Context: an optimization exercise on an open-source flow, tuned for small area. The choices shown serve that exercise and are no tape-out recipe. Only simulation tests tie the RTL to the original design; equivalence was not proved.

==> flow/constraint.sdc <==
create_clock -name core_clock -period 11.0 [get_ports {HCLK}]
set_input_delay 2.2000 -clock core_clock [delete_from_list [all_inputs] [get_ports {HCLK}]]
set_output_delay 2.2000 -clock core_clock [all_outputs]
set_load 0.01 [all_outputs]
==> flow/design.v <==
module AHBL_dwarfRV32 (
    input HCLK,
    input HRESETn,
    input [31:0]    HRDATA,
    input           HREADY,
    input           HRESP,                 
    output [31:0]   HADDR,
    output [2:0]    HSIZE,
    output [2:0]    HBURST,
    output [3:0]    HPROT,
    output          HMASTLOCK,
    output [1:0]    HTRANS,
    output [31:0]   HWDATA,
    output          HWRITE,
    input  [15:0] INT,
    output simdone
);
    wire clk = HCLK;
    wire rst = ~HRESETn;
    wire [31:0] bdo = HRDATA;
    wire brdy = HREADY;
    wire [31:0] bdi, baddr;
    wire bwr, hold;
    wire [1:0] bsz;
    assign HADDR = baddr;
    assign HWDATA = bdi;
    assign HWRITE = bwr;
    assign simdone = hold;
    assign HTRANS = 2'b01;
    assign HSIZE = {1'b0, bsz};
    assign HBURST = 3'b000;
    assign HPROT = 4'b0000;
    assign HMASTLOCK = 1'b0;
    reg        cyc, rst_state;
    reg [31:0] IR;
    reg [31:0] IR1r;             
    reg        sq;               
    reg        ret2;             
    reg [31:0] R1, R2, PC1, PC, ePC;
    reg [1:0]  Rlo;
    reg        CF, ZF, VF, SF, TMRIF, ISRMode;
    reg [31:0] Cycle, Timer, Instret, UIE;
    reg [3:0]  UCause;
    wire [31:0] IR1 = sq ? 32'h13 : IR1r;
    wire [15:0] IRQenINT = INT & UIE[18:3];
    wire IRQ = |IRQenINT;
    reg [3:0] IRQnum;
    integer k;
    always @(*) begin
        IRQnum = 4'd0;
        for (k = 1; k < 16; k = k + 1)
            if (IRQenINT[k]) IRQnum = k;
    end
    wire gie = UIE[0], tie = UIE[1], eie = UIE[2];
    wire [4:0] op0 = IR[6:2];
    wire [4:0] op1 = IR1[6:2];
    wire br0 = op0 == 5'b11_000, jalr0 = op0 == 5'b11_001;
    wire alui0 = op0 == 5'b00_100, alur0 = op0 == 5'b01_100;
    wire load0 = op0 == 5'b00_000, store0 = op0 == 5'b01_000;
    wire cust0 = op0 == 5'b10_001, sys0 = op0 == 5'b11_100;
    wire br1 = op1 == 5'b11_000, jal1 = op1 == 5'b11_011, jalr1 = op1 == 5'b11_001;
    wire alui1 = op1 == 5'b00_100, alur1 = op1 == 5'b01_100;
    wire load1 = op1 == 5'b00_000, store1 = op1 == 5'b01_000;
    wire lui1 = op1 == 5'b01_101, auipc1 = op1 == 5'b00_101;
    wire cust1 = op1 == 5'b10_001, sys1 = op1 == 5'b11_100;
    wire alu1 = alui1 | alur1;
    wire [2:0] f3_1 = IR1[14:12];
    wire [4:0] rd1 = IR1[11:7];
    wire [4:0] rs1_0 = IR[19:15], rs2_0 = IR[24:20];
    wire ecall0  = IR == 32'h00000073;
    wire ebreak0 = IR == 32'h00100073;
    wire uret0   = IR == 32'h00200073;
    wire wfi1    = IR1 == 32'h10500073;
    wire ecall1  = IR1 == 32'h00000073;
    reg taken;
    always @(*)
        case (f3_1)
            3'b000: taken = ZF;
            3'b001: taken = ~ZF;
            3'b100: taken = SF != VF;
            3'b101: taken = SF == VF;
            3'b110: taken = ~CF;
            3'b111: taken = CF;
            default: taken = 1'b0;
        endcase
    wire pc_s1 = jalr1;
    wire pc_s2 = (br1 & taken) | jal1;
    wire reliable = ~(pc_s1 | pc_s2);
    wire intf = ~ISRMode & ((reliable & (ecall0 | ebreak0)) | (IRQ & eie) | (TMRIF & tie)) & gie;
    wire wfi_hold = ~intf & wfi1;
    assign hold = wfi_hold | ecall1 | ~brdy;
    wire r1_ld = cyc & (alui0 | alur0 | br0 | load0 | store0 | jalr0 | cust0 | sys0);
    wire r2_ld = cyc & (alui0 | alur0 | br0 | store0 | cust0);
    wire fwd_cls = alu1 | load1 | lui1 | auipc1 | cust1 | sys1;
    wire r1_src = (rd1 == rs1_0) & fwd_cls & (rs1_0 != 5'b0);
    wire r2_src = (rd1 == rs2_0) & fwd_cls & (rs2_0 != 5'b0);
    wire wr_cls = alu1 | jal1 | jalr1 | lui1 | load1 | auipc1 | sys1;
    wire [11:0] csr1 = IR1[31:20];
    wire csrrw1  = sys1 & (f3_1 == 3'b001);
    wire csrrci1 = sys1 & (f3_1 == 3'b111);
    wire ld_cycle = csrrw1 & (csr1 == 12'hc00);
    wire c_cycle  = csrrci1 & (csr1 == 12'hc00);
    wire ld_time  = csrrw1 & (csr1 == 12'hc01);
    wire c_time   = csrrci1 & (csr1 == 12'hc01);
    wire ld_uie   = csrrw1 & (csr1 == 12'h004);
    wire c_uie    = csrrci1 & (csr1 == 12'h004);
    wire [4:0] uimm = IR1[19:15];
    reg fS, fU, fJ, fB;          
    reg bsrc_r, asrc_r, brjal_r;
    wire [4:0] opI = IR[6:2];
    always @(posedge clk or posedge rst)
        if (rst) begin
            fS <= 1'b0; fU <= 1'b0; fJ <= 1'b0; fB <= 1'b0;
            bsrc_r <= 1'b1; asrc_r <= 1'b0; brjal_r <= 1'b0;
        end else if (cyc & ~hold) begin
            fS <= opI == 5'b01_000;
            fU <= (opI == 5'b01_101) | (opI == 5'b00_101);
            fJ <= opI == 5'b11_011;
            fB <= opI == 5'b11_000;
            bsrc_r <= alui0 | load0 | store0 | jalr0 | (opI == 5'b00_101) | (opI == 5'b01_101);
            asrc_r <= opI == 5'b00_101;
            brjal_r <= br0 | (opI == 5'b11_011);
        end
    wire [31:0] I1 = fS ? { {21{IR1r[31]}}, IR1r[30:25], IR1r[11:8], IR1r[7] } :
                     fU ? { IR1r[31:12], 12'b0 } :
                     fJ ? { {12{IR1r[31]}}, IR1r[19:12], IR1r[20], IR1r[30:21], 1'b0 } :
                     fB ? { {20{IR1r[31]}}, IR1r[7], IR1r[30:25], IR1r[11:8], 1'b0 } :
                          { {21{IR1r[31]}}, IR1r[30:20] };
    wire tgt = cyc & ~sq & brjal_r;
    wire [31:0] alu_a = ((~sq & asrc_r) | tgt) ? PC1 : R1;
    wire [31:0] alu_b = (sq | bsrc_r | tgt) ? I1 : R2;
    wire [31:0] alu_r;
    wire alu_cf, alu_zf, alu_vf, alu_sf;
    wire [2:0] func3 = f3_1;
    wire f7_5 = IR1[30];
    wire instr_logic = alu1 & ((func3 == 3'b100) | (func3 == 3'b111) | (func3 == 3'b110));
    wire instr_shift = alu1 & ((func3 == 3'b001) | (func3 == 3'b101));
    wire instr_slt   = alu1 & (func3 == 3'b010);
    wire instr_sltu  = alu1 & (func3 == 3'b011);
    wire instr_sub   = alur1 & (func3 == 3'b000) & f7_5;
    wire sub = (br1 & ~tgt) | instr_sub | instr_slt | instr_sltu;
    wire [31:0] op_b = {32{sub}} ^ alu_b;
    wire [31:0] add_sub;
    assign {alu_cf, add_sub} = alu_a + op_b + {31'b0, sub};
    wire [31:0] and_or_xor = (func3[1:0] == 2'b11) ? (alu_a & alu_b) :
                             (func3[1:0] == 2'b10) ? (alu_a | alu_b) : (alu_a ^ alu_b);
    wire [4:0] sha = alu_b[4:0];
    reg  [31:0] a_rev, sr_rev;
    integer j;
    always @(*)
        for (j = 0; j < 32; j = j + 1) a_rev[j] = alu_a[31 - j];
    wire [31:0] sh_in = func3[2] ? alu_a : a_rev;
    wire fill = func3[2] & f7_5 & alu_a[31];
    wire [63:0] sh_ext = {{32{fill}}, sh_in} >> sha;
    wire [31:0] sr = sh_ext[31:0];
    always @(*)
        for (j = 0; j < 32; j = j + 1) sr_rev[j] = sr[31 - j];
    wire [31:0] shift = func3[2] ? sr : sr_rev;
    assign alu_zf = (add_sub == 32'b0);
    assign alu_sf = add_sub[31];
    assign alu_vf = alu_a[31] ^ op_b[31] ^ add_sub[31] ^ alu_cf;
    assign alu_r = instr_slt  ? {31'b0, (alu_sf != alu_vf)} :
                   instr_sltu ? {31'b0, ~alu_cf} :
                   instr_logic ? and_or_xor :
                   instr_shift ? shift : add_sub;
    reg [31:0] disi, ext_bdo;
    always @(*) begin
        case (Rlo)
            2'b00: disi = bdo;
            2'b01: disi = bdo >> 8;
            2'b10: disi = bdo >> 16;
            default: disi = bdo >> 24;
        endcase
        case (f3_1[1:0])
            2'b00: ext_bdo = {{24{~f3_1[2] & disi[7]}}, disi[7:0]};
            2'b01: ext_bdo = {{16{~f3_1[2] & disi[15]}}, disi[15:0]};
            default: ext_bdo = disi;
        endcase
    end
    wire [31:0] cntr = IR1[21] ? (IR1[26] ? {28'd0, UCause} : Instret) :
                                 (IR1[22] ? UIE : (IR1[20] ? Timer : Cycle));
    wire [31:0] RESMux = load1 ? ext_bdo :
                         lui1  ? I1 :
                         (jal1 | jalr1) ? PC :
                         sys1  ? cntr : alu_r;
    reg [31:0] RS1;
    wire [31:0] RS2;
    wire rf_we = cyc & ~hold & wr_cls & (rd1 != 5'd0);
    wire we = rf_we;
    wire [4:0] wa = rd1;
    wire [31:0] wd = RESMux;
    wire [4:0] ra_pre = bdo[19:15];
    wire [4:0] ra2 = rs2_0;
    reg [31:0] RF [1:31];
    reg [31:1] valid;
    wire [4:0] pa = cyc ? ra2 : ra_pre;
    wire [31:0] sel;
    assign sel[0] = 1'b0;
    genvar g, b;
    generate
        for (g = 1; g < 32; g = g + 1) begin : w
            assign sel[g] = valid[g] & (pa == g);
            wire wsel = we && (wa == g);
            always @(posedge clk or posedge rst)
                if (rst) valid[g] <= 1'b0;
                else if (wsel) valid[g] <= 1'b1;
            always @(posedge clk)
                if (wsel) RF[g] <= wd;
        end
        for (b = 0; b < 32; b = b + 1) begin : rd
            wire [10:0] y;
            for (g = 0; g < 10; g = g + 1) begin : grp
                rf_aoi222 u (.a1(sel[3*g+1]), .a2(RF[3*g+1][b]),
                             .b1(sel[3*g+2]), .b2(RF[3*g+2][b]),
                             .c1(sel[3*g+3]), .c2(RF[3*g+3][b]),
                             .y(y[g]));
            end
            assign y[10] = ~(sel[31] & RF[31][b]);
            assign RS2[b] = ~&y;
        end
    endgenerate
    always @(posedge clk or posedge rst)
        if (rst) RS1 <= 32'd0;
        else if (~cyc) RS1 <= RS2;
    wire [4:0] vec = IRQ ? {1'b1, IRQnum} : TMRIF ? 5'd12 : ebreak0 ? 5'd8 : 5'd4;
    wire [31:0] pc_inc = {PC[31:2] + 30'd1, PC[1:0]};
    wire [31:0] nPC = reliable ? pc_inc : alu_r;
    wire [31:0] PC_w = rst_state ? 32'd0 :
                       (uret0 & reliable) ? ePC :
                       intf ? {25'd0, vec, 2'd0} : nPC;
    wire ld_epc = intf & cyc & ~hold;
    always @(posedge clk or posedge rst)
        if (rst) PC <= 32'b0;
        else if (cyc & ~hold) PC <= PC_w;
    always @(posedge clk or posedge rst)
        if (rst) ePC <= 32'b0;
        else if (ld_epc) ePC <= ((ecall0 | ebreak0) | ~reliable) ? nPC : PC;
    always @(posedge clk or posedge rst)
        if (rst) cyc <= 1'b1;
        else if (~hold) cyc <= ~cyc;
    always @(posedge clk or posedge rst)
        if (rst) rst_state <= 1'b1;
        else rst_state <= 1'b0;
    always @(posedge clk or posedge rst)
        if (rst) TMRIF <= 1'b0;
        else if (Timer == 32'd1) TMRIF <= 1'b1;
        else if (ld_time & cyc) TMRIF <= 1'b0;
    always @(posedge clk or posedge rst)
        if (rst) ISRMode <= 1'b0;
        else if (intf & cyc) ISRMode <= 1'b1;
        else if (uret0) ISRMode <= 1'b0;
    always @(posedge clk or posedge rst)
        if (rst) IR <= 32'h13;
        else if (~cyc) IR <= hold ? 32'h13 : bdo;
    wire squash = ~reliable | (intf & ~ecall0);
    always @(posedge clk or posedge rst)
        if (rst) begin
            IR1r <= 32'h13;
            sq <= 1'b0;
        end else if (cyc) begin
            if (~hold) IR1r <= IR;
            if (squash) sq <= 1'b1;
            else if (~hold) sq <= 1'b0;
        end
    always @(posedge clk or posedge rst)
        if (rst) ret2 <= 1'b0;
        else if (cyc) ret2 <= IR1 != 32'h13;
    always @(posedge clk)
        if (cyc & ~hold) PC1 <= PC;
    always @(posedge clk)
        if (r1_ld & ~hold) R1 <= r1_src ? RESMux : RS1;
    always @(posedge clk or posedge rst)
        if (rst) R2 <= 32'b0;
        else if (r2_ld & ~hold) R2 <= r2_src ? RESMux : RS2;
    always @(posedge clk or posedge rst)
        if (rst) Rlo <= 2'b0;
        else if (~cyc) Rlo <= alu_r[1:0];
    always @(posedge clk or posedge rst)
        if (rst) begin
            CF <= 1'b0; ZF <= 1'b0; VF <= 1'b0; SF <= 1'b0;
        end else if (~cyc & (alu1 | br1)) begin
            CF <= alu_cf; ZF <= alu_zf; VF <= alu_vf; SF <= alu_sf;
        end
    always @(posedge clk or posedge rst)
        if (rst) Timer <= 32'd0;
        else if (ld_time && cyc) Timer <= R1;
        else if (c_time && cyc) Timer <= Timer & {27'h7ffffff, ~uimm};
        else if (Timer != 32'b0) Timer <= Timer - 32'b1;
    always @(posedge clk or posedge rst)
        if (rst) Cycle <= 32'd0;
        else if (ld_cycle && cyc) Cycle <= R1;
        else if (c_cycle && cyc) Cycle <= Cycle & {27'h7ffffff, ~uimm};
        else Cycle <= Cycle + 32'b1;
    always @(posedge clk or posedge rst)
        if (rst) Instret <= 32'd0;
        else if (ret2 & ~cyc) Instret <= Instret + 32'b1;
    always @(posedge clk or posedge rst)
        if (rst) UIE <= 32'd0;
        else if (ld_uie && cyc) UIE <= R1;
        else if (c_uie && cyc) UIE <= UIE & {27'h7ffffff, ~uimm};
    always @(posedge clk or posedge rst)
        if (rst) UCause <= 4'd0;
        else UCause <= IRQnum;
    assign baddr = cyc ? PC_w : ((load1 | store1) ? alu_r : 32'h00440044);
    assign bsz = cyc ? 2'b10 : f3_1[1:0];
    assign bwr = ~cyc & store1;
    assign bdi = (Rlo == 2'b01) ? {R2[23:0],  8'd0} :
                 (Rlo == 2'b10) ? {R2[15:0], 16'd0} :
                 (Rlo == 2'b11) ? {R2[7:0],  24'd0} : R2;
endmodule
module rf_aoi222 (
    input a1, a2, b1, b2, c1, c2,
    output y
);
    assign y = ~((a1 & a2) | (b1 & b2) | (c1 & c2));
endmodule
==> flow/run.sh <==
#!/bin/bash
# synth_recipe.tcl (not shown) runs the flow's synth.tcl, then flattens the netlist and writes it again
# the make line also repeats each setting of config.mk as NAME=value (left out here)
make -C /OpenROAD-flow-scripts/flow DESIGN_CONFIG=/design/flow/config.mk WORK_HOME=/design/flow/orfs CLKGATE_MAP_FILE= SYNTH_SCRIPT=/design/flow/synth_recipe.tcl finish
==> flow/config.mk <==
export PLATFORM = sky130hd
export DESIGN_NAME = AHBL_dwarfRV32
export DESIGN_NICKNAME = AHBL_dwarfRV32
export VERILOG_FILES = /design/flow/design.v
export SDC_FILE = /design/flow/constraint.sdc
export NUM_CORES = 4
export LEC_CHECK = 0
export CAP_MARGIN = 20
export CORE_MARGIN = 2
export CORE_UTILIZATION = 55
export CTS_CLUSTER_DIAMETER = 100
export CTS_CLUSTER_SIZE = 20
export SLEW_MARGIN = 20
export SYNTH_HIERARCHICAL = 1
==> summary.txt <==
## critical path: stages (launching register included)
cell	delay, ps
dfstp_4	970
a211o_1	390
buf_4	490
nor2_1	110
a31oi_2	380
inv_1	130
xnor2_1	170
ha_1	400
a21o_1	180
a22o_1	260
o21ai_1	470
o2111ai_1	190
nand2_1	200
o21ai_0	230
a2111oi_0	430
o21ai_0	350
nand2_1	420
a21oi_1	140
o21ai_0	840
clkdlybuf4s50_1	700
## cell type report
type / instances / area share
tap: 1650 / 0.0272
clock buffer: 124 / 0.0302
timing repair buffer: 339 / 0.0393
sequential: 1430 / 0.541
inverter: 127 / 0.00631
clock inverter: 13 / 0.00298
multi-input combinational: 4023 / 0.352
antenna: 9 / 0.000297
## per-module statistics from Yosys, one instance, submodules excluded
module | area, um2 | cells
AHBL_dwarfRV32 | 65900 | 5604
rf_aoi222 | 10.0 | 1
## through the flow
step                      cells   util  setup WS [ps]  instance area, um2
after global placement     7559  0.584           1740               73100
final                      7715  0.606            546               75900
after global routing       7708  0.606            528               75900
after CTS                  7699  0.605            962               75700
after floorplan            5934      -           3550               69200
after detailed placement   7562  0.584           1790               73200
## synthesized netlist by cell type, types with 22 or more instances
master	number
buf_2	33
nor2_1	389
clkbuf_1	271
a21oi_1	374
nand2_1	632
a2111o_1	27
or3_1	27
a21o_1	47
and3b_1	22
o21ai_0	349
nand2b_1	27
nor4_1	39
a221o_1	29
a2111oi_0	25
edfxtp_1	1056
mux2_2	88
a31oi_1	74
and3_1	82
a211oi_1	98
buf_1	33
o211ai_1	70
inv_1	124
xnor2_1	105
or2_2	42
o31ai_1	36
ha_1	103
xor2_1	42
nor3_1	122
o22ai_1	35
nor2b_1	47
dfrtp_1	365
nand4_1	95
nand3_1	119
a222oi_1	323
and2_1	44
a221oi_1	49
mux2i_1	167
a22oi_1	32
a22o_1	22
## per-layer routing
layer,up-vias,track usage
met5,-,0
met4,12,0.313
li1,23400,-
met1,27800,0.559
met3,800,0.112
met2,4031,0.641
## worst paths after layout
check                      cells past startpoint                    end  slack (ps)
max in group asynchronous                      3     Rlo[0]$_DFFE_PN0N_        7290
max reg2reg                                   12    RF[19][1]$_DFFE_PP_        3360
min                                            1  valid[19]$_DFFE_PN0P_         470
min in group asynchronous                      1  Cycle[11]$_DFFE_PN0P_        1480
min reg2reg                                    1  valid[19]$_DFFE_PN0P_         470
max                                           19               HADDR[0]         550
## cells by family (layout without fill, tap and decap cells)
| group | Yosys count | after routing |
|---|---|---|
| AO/OA/AOI/OAI | 1754 | 1754 |
| XOR/XNOR | 148 | 148 |
| adder cells (fa/ha/maj) | 104 | 104 |
| buffers and inverters | 481 | 603 |
| flip-flops | 1430 | 1430 |
| multiplexers | 256 | 256 |
| other | 2 | 21 |
| AND/OR/NAND/NOR | 1749 | 1749 |
==> impl_metrics.csv <==
group,metric,value,unit
sta,slew-limit-headroom,0.106,
critical_path,cp.required,8800,ps
yosys,ys.flop_type,"edfxtp_1",
clock_tree,postCtsHoldBufs,0,
sta,timing.final.max_slew_violations,0,
sta,max_freq,95.7,MHz
clock_tree,cts.htree.levels,3,
yosys,yosys.area.top_type,"edfxtp_1",
clock_tree,cts_buffer_depth,3,
clock_tree,clock-sinks,1430,
final_layout,most-common-layout-cells,"edfxtp_1 (1,056), nand2_1 (628), a21oi_1 (369), dfrtp_1 (362), nor2_1 (352)",
detailed_routing,wl_met1,101000,um
detailed_routing,wl_met3,34600,um
critical_path,endpoint_kind,"output pin",
status,status,"complete, no violations",
floorplan,core,125000,um2
grt,grt_pass1_vias,51200,
sta,period_needed,10450,ps
grt,track_usage,0.435,
detailed_routing,route.met2.wl,122000,um
yosys,synth_top_family_by_area,"compound AO/OA/AOI/OAI gates",
detailed_routing,wirelength,283000,um
grt,grt_pass1_wl,392000,um
critical_path,cp_max_fo,41,
clock_tree,cts_made_buffers,84,
clock_tree,post_cts_buffers,0,
critical_path,crit_arrival,8250,ps
sta,setup_tns,0,ps
grt,antenna_found_initial,15,
yosys,synth_fa_ha_area_frac,0.0189,
yosys,synth_edf_count,1056,
detailed_routing,drt_iter0_drc,9640,
yosys,netlist_area,69100,um2
final_layout,area_growth,9.80,%
yosys,synth-xor-area-share,0.0190,
sta,fin_crit_sh,0.950,
final_layout,fin_nets,6161,
place,numPortBuffers,118,
sta,holdWs,465,ps
clock_tree,ctsRootBufferMaster,"clkbuf_16",
floorplan,ios,131,
run,maxCapViolCount,0,
grt,grt_max_degree,98,
yosys,synth_cells,5924,
floorplan,row_count,130,
yosys,synth_compound_area_frac,0.181,
final_layout,largest_reg_flops,992,
clock_tree,cts_resized,0,
clock_tree,cts_tree,"built",
critical_path,reg2reg_from,"IR[24]$_DFFE_PN0N_",
yosys,synth.mux.area_fraction,0.0388,
detailed_routing,dr.max_layer_used,"met5",
yosys,async_reset_ff_frac,0.262,
yosys,synth.top_cell.area_share,0.459,
clock_tree,cts.reportedPaths.clkPinSlew,90,ps
final_layout,multi_input_area,26800,um2
clock_tree,clock_latency,750,ps
worst_hold_path,min_from,"valid[19]$_DFFE_PN0P_",
detailed_routing,num_vias,56000,
critical_path,path_class,"register to output pin",
yosys,ys_types,97,
place,gp_congestion,1.10,
final_layout,top_register,"RF",
yosys,avgSynthCellArea,11.7,um2
place,dp_hpwl,195000,um
detailed_routing,ant_nets,0,
yosys,yosysSeqAreaShare,0.594,
yosys,synth_warnings,9,
detailed_routing,via_per_inst,7.26,
critical_path,cp-start-kind,"register",
detailed_routing,drc,0,
sta,clock_skew,45.0,ps
final_layout,drive_above_1_share,0.0969,
final_layout,final_common_cell,"edfxtp_1",
floorplan,design.die.area,129000,um2
sta,setup_violations,0,
sta,tightestPinTransition,1330,ps
worst_hold_path,hp-class,"register to register",
floorplan,start_util,0.552,
floorplan,die-height,359,um
sta,rsz0062_at_grt,"false",
final_layout,nFillCells,10200,
detailed_routing,wire_per_inst,36.6,um
sta,finalHoldViolCount,0,
grt,gr-total-overflow,0,
detailed_routing,firstDrtPassIters,9,
final_layout,regArea,41100,um2
yosys,ys_seq_elements,1430,
critical_path,cp-startpoint,"cyc$_DFFE_PN1N_",
yosys,synth_area_leaders,"edfxtp_1 (46%), dfrtp_1 (13%), a222oi_1 (4.7%)",
yosys,yosys.area_share.simple,0.120,
floorplan,die_x,359,um

==> afterwards: timing with drivers on the ports <==
Ports are ideal in the flow. The routed layout listed here was re-timed in OpenROAD.
Step 1, drivers: a clkbuf_16 drives HCLK and a buf_2 each remaining input, both assumed.
Step 2 adds t to the input delays and takes it off the output delays; t is the mean of the earliest and latest rising clock arrival at the registers after step 1. Input paths then give back, and output paths get back, about the clock's delay inside the block.
Three values: ideal ports, drivers, drivers and shift; two values: the first two.
t, ns: 0.807
setup slack, ns: 0.546 / 0.463 / 1.270
worst register clock-pin slew, ns: 0.10 / 0.10
worst slew at a driven data input, ns: 0.05
After both steps setup and hold are still met in this run. The setup slack of this run moves by -0.083 ns with the drivers and by +0.724 ns with both steps.
